From an optimization exercise on the open Yosys and OpenROAD flow, aimed at small area and a short achievable clock period; shortcuts taken in it are not production practice. At most, simulation tests tie the RTL to the original design; equivalence was not proved. Only the layout flow was run in run 2; the RTL was not checked for function there.

==> flow/design.v, too long to show whole: its modules and the start of the top module <==
// module intt4point: 1139 lines
module intt4point(
    input clk, rst,
    input [15:0] in0, in1, in2, in3,
    output reg [15:0] out0, out1, out2, out3
);
  // ...
==> flow/run.sh <==
#!/bin/bash
# synth_recipe.tcl (not shown) runs the flow's synth.tcl, then flattens the netlist and writes it again
# the make line also repeats each setting of config.mk as NAME=value (left out here)
make -C /OpenROAD-flow-scripts/flow DESIGN_CONFIG=/design/flow/config.mk WORK_HOME=/design/flow/orfs CLKGATE_MAP_FILE= SYNTH_SCRIPT=/design/flow/synth_recipe.tcl finish
==> flow/config.mk <==
export PLATFORM = sky130hd
export DESIGN_NAME = intt4point
export DESIGN_NICKNAME = intt4point
export VERILOG_FILES = /design/flow/design.v
export SDC_FILE = /design/flow/constraint.sdc
export NUM_CORES = 4
export LEC_CHECK = 0
export CAP_MARGIN = 20
export CORE_MARGIN = 2
export CORE_UTILIZATION = 40
export SLEW_MARGIN = 20
==> flow/constraint.sdc <==
create_clock -name core_clock -period 95.0 [get_ports {clk}]
set_input_delay 19.0000 -clock core_clock [delete_from_list [all_inputs] [get_ports {clk}]]
set_output_delay 19.0000 -clock core_clock [all_outputs]
set_load 0.01 [all_outputs]
==> impl_metrics.toml, run 1 <==
[detailed_routing]
first_iter_violations = 421
wl_met3_um = 1170
drt.antenna.violating_nets = 0
wl_met2_um = 12300
max_layer_used = "met4"
route.layer.met1.wl_um = 13700
detail_route.first_pass.iterations = 4

[logic_synthesis]
yosysTopAreaCellShare_pct = 54.4
post_synth_and_or_nand_nor_area_fraction_pct = 6.57
synthXorXnorAreaFrac_pct = 1.05
synth_area_per_cell_um2 = 10.3
yosys.cell_count.top_type = "sky130_fd_sc_hd__inv_1"
synth_seq_area_share_pct = 8.32
synth_edf_count = 0

[clock_tree]
cts.clk_slew.worst_paths_ns = 0.06
cts_tree = "done"

[sta]
setup-tns-final_ns = 0
min_period_over_period_pct = 34.3

[placement]
placedInstanceArea_um2 = 13900

[setup_path]
crit_type = "primary input to flip-flop"
required_ns = 95.18
largest_stage_delay_worst_path_ns = 0.66

[cells_and_area]
buffer_area_share_pct = 7.48
multi_input_comb_cells = 722
final.fill_count = 2954
final-instance-count-excl-fill = 1703
nNonClkBuffers = 106

[outcome]
run_status = "timing/DRC/antenna clean"

[global_route]
grt_usage_pct = 17.5
grt_use_met3_pct = 1.89
grt_max_degree = 83

[floorplan]
die_width_um = 181
die_y_um = 181
==> run 2: changes to the inputs <==
==> flow/design.v (replaced) <==
module intt4point(
    input clk, rst,
    input [15:0] in0, in1, in2, in3,
    output reg [15:0] out0, out1, out2, out3
);
    wire [15:0] q_val = 16'd7681;
    wire [15:0] phim1 = 16'd1213;
    wire [15:0] phim2 = 16'd4298;
    wire [15:0] phim3 = 16'd5756;
    wire [15:0] temp0, temp1, temp2, temp3;
    wire [15:0] y0, y1, y2, y3;
    gsbf u0(.in_up(in0), .in_down(in2), .twf(phim1), .q(q_val), .out_up(temp0), .out_down(temp1)); 
    gsbf u1(.in_up(in1), .in_down(in3), .twf(phim3), .q(q_val), .out_up(temp2), .out_down(temp3)); 
    gsbf u2(.in_up(temp0), .in_down(temp2), .twf(phim2), .q(q_val), .out_up(y0), .out_down(y2));
    gsbf u3(.in_up(temp1), .in_down(temp3), .twf(phim2), .q(q_val), .out_up(y1), .out_down(y3));
    wire [15:0] n_inv = 16'd5761;
    wire [15:0] z0, z1, z2, z3;
    modmul s0(.a(y0), .b(n_inv), .q(q_val), .y(z0));
    modmul s1(.a(y1), .b(n_inv), .q(q_val), .y(z1));
    modmul s2(.a(y2), .b(n_inv), .q(q_val), .y(z2));
    modmul s3(.a(y3), .b(n_inv), .q(q_val), .y(z3));
    always @(posedge clk) begin
      if (rst) begin
        out0 <= 0;
        out1 <= 0;
        out2 <= 0;
        out3 <= 0;
      end else begin
        out0 <= z0;  
        out1 <= z1;
        out2 <= z2;
        out3 <= z3;
      end
    end
endmodule
module gsbf(
  input [15:0] in_up, in_down, twf, q,
  output [15:0] out_up, out_down
);
  wire [15:0] temp;
  modadd ma(.a(in_up), .b(in_down), .q(q), .y(out_up));
  modsub ms(.a(in_up), .b(in_down), .q(q), .y(temp));
  modmul mm(.a(temp), .b(twf), .q(q), .y(out_down));
endmodule
module modadd(
    input [15:0] a, b, q,
    output [15:0] y
);
    wire [16:0] sum;
    assign sum = a + b;
    assign y = (sum >= q) ? sum - q : sum;
endmodule
module modsub(
    input [15:0] a, b, q,
    output [15:0] y
);
    wire [16:0] qplusa;
    assign qplusa = q + a;
    assign y = (a >= b) ? (a - b) : (qplusa - b);
endmodule
module modmul(
    input [15:0] a, b, q,
    output [15:0] y
);
    wire [31:0] result;
    assign result = a * b;
    assign y = result % q;
endmodule
==> impl_metrics.toml, run 2 <==
[sta]
worst-slew-pin-transition_ns = 1.19
final_max_slew_viol_count = 0
final_critical_path_setup_slack_ns = 2.31
worst_hold_slack_ns = 19.23
min_period_over_period_pct = 97.6
timing.max_slew.rel_slack_pct = 19.9
final_hold_viol_count = 0
final_number_of_setup_violating_endpoints = 0
final_period_minus_worst_setup_slack_ns = 92.69
timing.fmax_mhz = 10.8

[logic_synthesis]
synthDistinctLibCells = 237
postSynth.asyncResetShare_pct = 0
synth.ff_latch_count = 64
synth.cells.most_frequent = "sky130_fd_sc_hd__nor2_1 (1295), sky130_fd_sc_hd__inv_1 (1228), sky130_fd_sc_hd__xnor2_1 (1103), sky130_fd_sc_hd__nand2_1 (973), sky130_fd_sc_hd__ha_1 (928)"
synth_top_cells_by_area = "sky130_fd_sc_hd__ha_1 (11%), sky130_fd_sc_hd__xnor2_1 (9.4%), sky130_fd_sc_hd__fa_1 (7.2%), sky130_fd_sc_hd__nor2_1 (4.7%), sky130_fd_sc_hd__inv_1 (4.5%)"
synth-main-ff-cell = "sky130_fd_sc_hd__dfxtp_1"
synth_area_per_cell_um2 = 7.55
synth_seq_area_share_pct = 1.25
synth_edf_count = 0
ys_warn_count = 1
synth.largest_area_cell = "sky130_fd_sc_hd__ha_1"
combined_area_of_all_synthesized_cells_um2 = 103000
synth_cells = 13600
yosys.cell_count.top_type = "sky130_fd_sc_hd__nor2_1"
yosysTopAreaCellShare_pct = 11.3

[setup_path]
cp_dominant_cell_by_count = "sky130_fd_sc_hd__buf_4"
required_ns = 95.23
largest_stage_delay_worst_path_ns = 0.63
critPathCaptureType = "flip-flop"
crit_start = "in1[2]"
worstSetupStartpointType = "primary input"
timing.critical_path.slowest_stage_cell = "sky130_fd_sc_hd__or4_4"
crit_type = "primary input to flip-flop"
critPathMaxFanout = 9
worst-endpoint-arrival_ns = 92.92

[global_route]
initial_antenna_violation_count = 3
grt_usage_pct = 22.7
globalRoute.totalOverflow = 0
vias_in_the_first_global_route = 97000
grt_pass1_wl_um = 509000
grt_max_degree = 65

[floorplan]
fp-row-count = 186
die_area_um2 = 261000
die_width_um = 511
design.core.area_um2 = 256000
die_y_um = 511
initial_utilization_pct = 40.1
design.portCount = 130

[cells_and_area]
final_util_pct = 47.7
area_growth_pct = 18.8
highest_count_cells_in_the_layout_ignoring_fill_and_taps = "sky130_fd_sc_hd__buf_4 (1318), sky130_fd_sc_hd__nor2_1 (1258), sky130_fd_sc_hd__inv_1 (1210), sky130_fd_sc_hd__xnor2_1 (1030), sky130_fd_sc_hd__nand2_1 (956)"
fin_nets = 16200
mostFrequentLayoutCell = "sky130_fd_sc_hd__buf_4"
drive_gt1_share_pct = 25.1

[clock_tree]
cts-buffers-inserted = 9
htree_num_levels = 3
clock_tree.root_cell = "sky130_fd_sc_hd__clkbuf_16"
numClockSinks = 64
cts_tree = "done"
cts_max_path_buffers = 2
cts.clk_slew.worst_paths_ns = 0.11

[min_path]
hp-start = "rst"
min_delay_worst_endpoint = "out3[1]"
worstHoldPathType = "primary input to flip-flop"
timing.hold.worst_path_depth = 3

[detailed_routing]
drt-wirelength-per-cell_um = 17.5
detail_route.first_pass.iterations = 6
postRouteWirelength_um = 319000
viasPerCell = 5.75
drt.antenna.violating_nets = 0
first_iter_violations = 7350
drc_markers = 0
via_count = 105000

[placement]
placement.setup.worst_slack_ns = -1.26
portBuffers = 129
dp_hpwl_um = 265000
gpl.final_weighted_congestion = 0.950

[outcome]
run_status = "timing/DRC/antenna clean"

[run]
max_cap_violations = 0
run 2: changes by cell type after synthesis, moves of 451 or more:
cell                      previous run  this run
sky130_fd_sc_hd__nor2_1             47      1295
sky130_fd_sc_hd__o21ai_0            14       508
sky130_fd_sc_hd__ha_1               77       928
sky130_fd_sc_hd__xor2_1              5       456
sky130_fd_sc_hd__nand2_1            13       973
sky130_fd_sc_hd__xnor2_1            10      1103
sky130_fd_sc_hd__inv_1             419      1228
sky130_fd_sc_hd__a21oi_1            33       653
run 2: area by class of cell:
| cell class | count | area [µm²] |
|---|---|---|
| Clock buffer | 11 | 253 |
| Timing Repair Buffer | 1520 | 12200 |
| Inverter | 1242 | 4710 |
| Fill cell | 25400 | 134000 |
| Multi-Input combinational cell | 12000 | 99400 |
| Clock inverter | 4 | 53.8 |
| Tap cell | 3384 | 4230 |
| Antenna cell | 1 | 2.50 |
| Sequential cell | 64 | 1280 |
run 2: layer usage:
layer	GRT usage, %	share of wire, %
met5	0	0
met4	3.32	1.6
met3	1.34	4.2
met2	38.5	47
met1	32.0	47
run 2: critical path, delay by kind of cell:
family	cells	cell delay, ns
and+or+nand+nor	102	22.88
adders and majority gates	24	8.16
buffers and inverters	52	6.75
muxes	6	1.69
AOI/OAI and AO/OA	146	30.92
xor gates and xnor gates	22	3.42
run 2: cell families (layout without fill, tap and decap cells):
group	Yosys count	in the layout	share of synthesized area, %
and+or+nand+nor	5148	5148	27.4
AOI/OAI and AO/OA	3580	3585	27.5
xor gates and xnor gates	1646	1646	14.8
buffers and inverters	1604	2777	7.66
adders and majority gates	1339	1339	18.9
muxes	239	239	2.55
DFF	64	64	1.25
other	0	1	0
run 2: repair_timing:
action                                  in CTS  in global routing
setup buffers                               22                314
resized for setup                           55                950
gates cloned                                 0                 10
hold buffers                                 0                  0
hold endpoints to repair                     0                  0
pin swaps                                   24                506
endpoints found under the setup margin      16                 32
run 2: how the worst max path moves through the flow:
stage,endpoint,slack (ns),depth (start not counted)
3_5_place_dp,out3[5],-1.26,340
4_1_cts,out3[15],0.003,357
3_3_place_gp,out3[15],-0.62,343
6_report,out3[15],2.31,352
5_1_grt,out3[15],-1.08,363
2_1_floorplan,out3[3],0.02,368
run 2: stage by stage:
| stage | std cells | instance area [µm²] | TNS, ns |
|---|---|---|---|
| floorplan | 13600 | 104000 | 0 |
| global placement | 17800 | 114000 | -8.78 |
| detailed placement | 17800 | 114000 | -19.11 |
| CTS | 17900 | 115000 | 0 |
| global route | 18200 | 122000 | -18.90 |
| finish | 18200 | 122000 | 0 |

port drivers added, routing unchanged:
The flow's constraints put no driver on any port. The routed layouts listed below were extracted and timed again, unchanged, in two steps.
Step 1: set_driving_cell puts a clkbuf_16 on clk and a buf_2 on each other input, an assumption about the parent block.
Step 2 also shifts input and output timing later by t, the mid clock arrival at the registers, as if the neighbouring blocks saw the same clock.
a / b / c = ideal / step 1 / step 2; a / b = the first two.
run	shift t [ns]	setup slack, ns	worst register clock-pin slew, ns	worst slew at a driven data input, ns	cell pins on the clock port's net
run 1	0.332	62.455 / 62.477 / 62.146	0.06 / 0.06	0.04	1
run 2	0.462	2.312 / 2.353 / 1.891	0.11 / 0.11	0.05	1
After both steps every run listed still meets setup and hold. For run 2, which loses most, drivers alone change the setup slack by +0.041 ns; drivers and shift together by -0.421 ns.
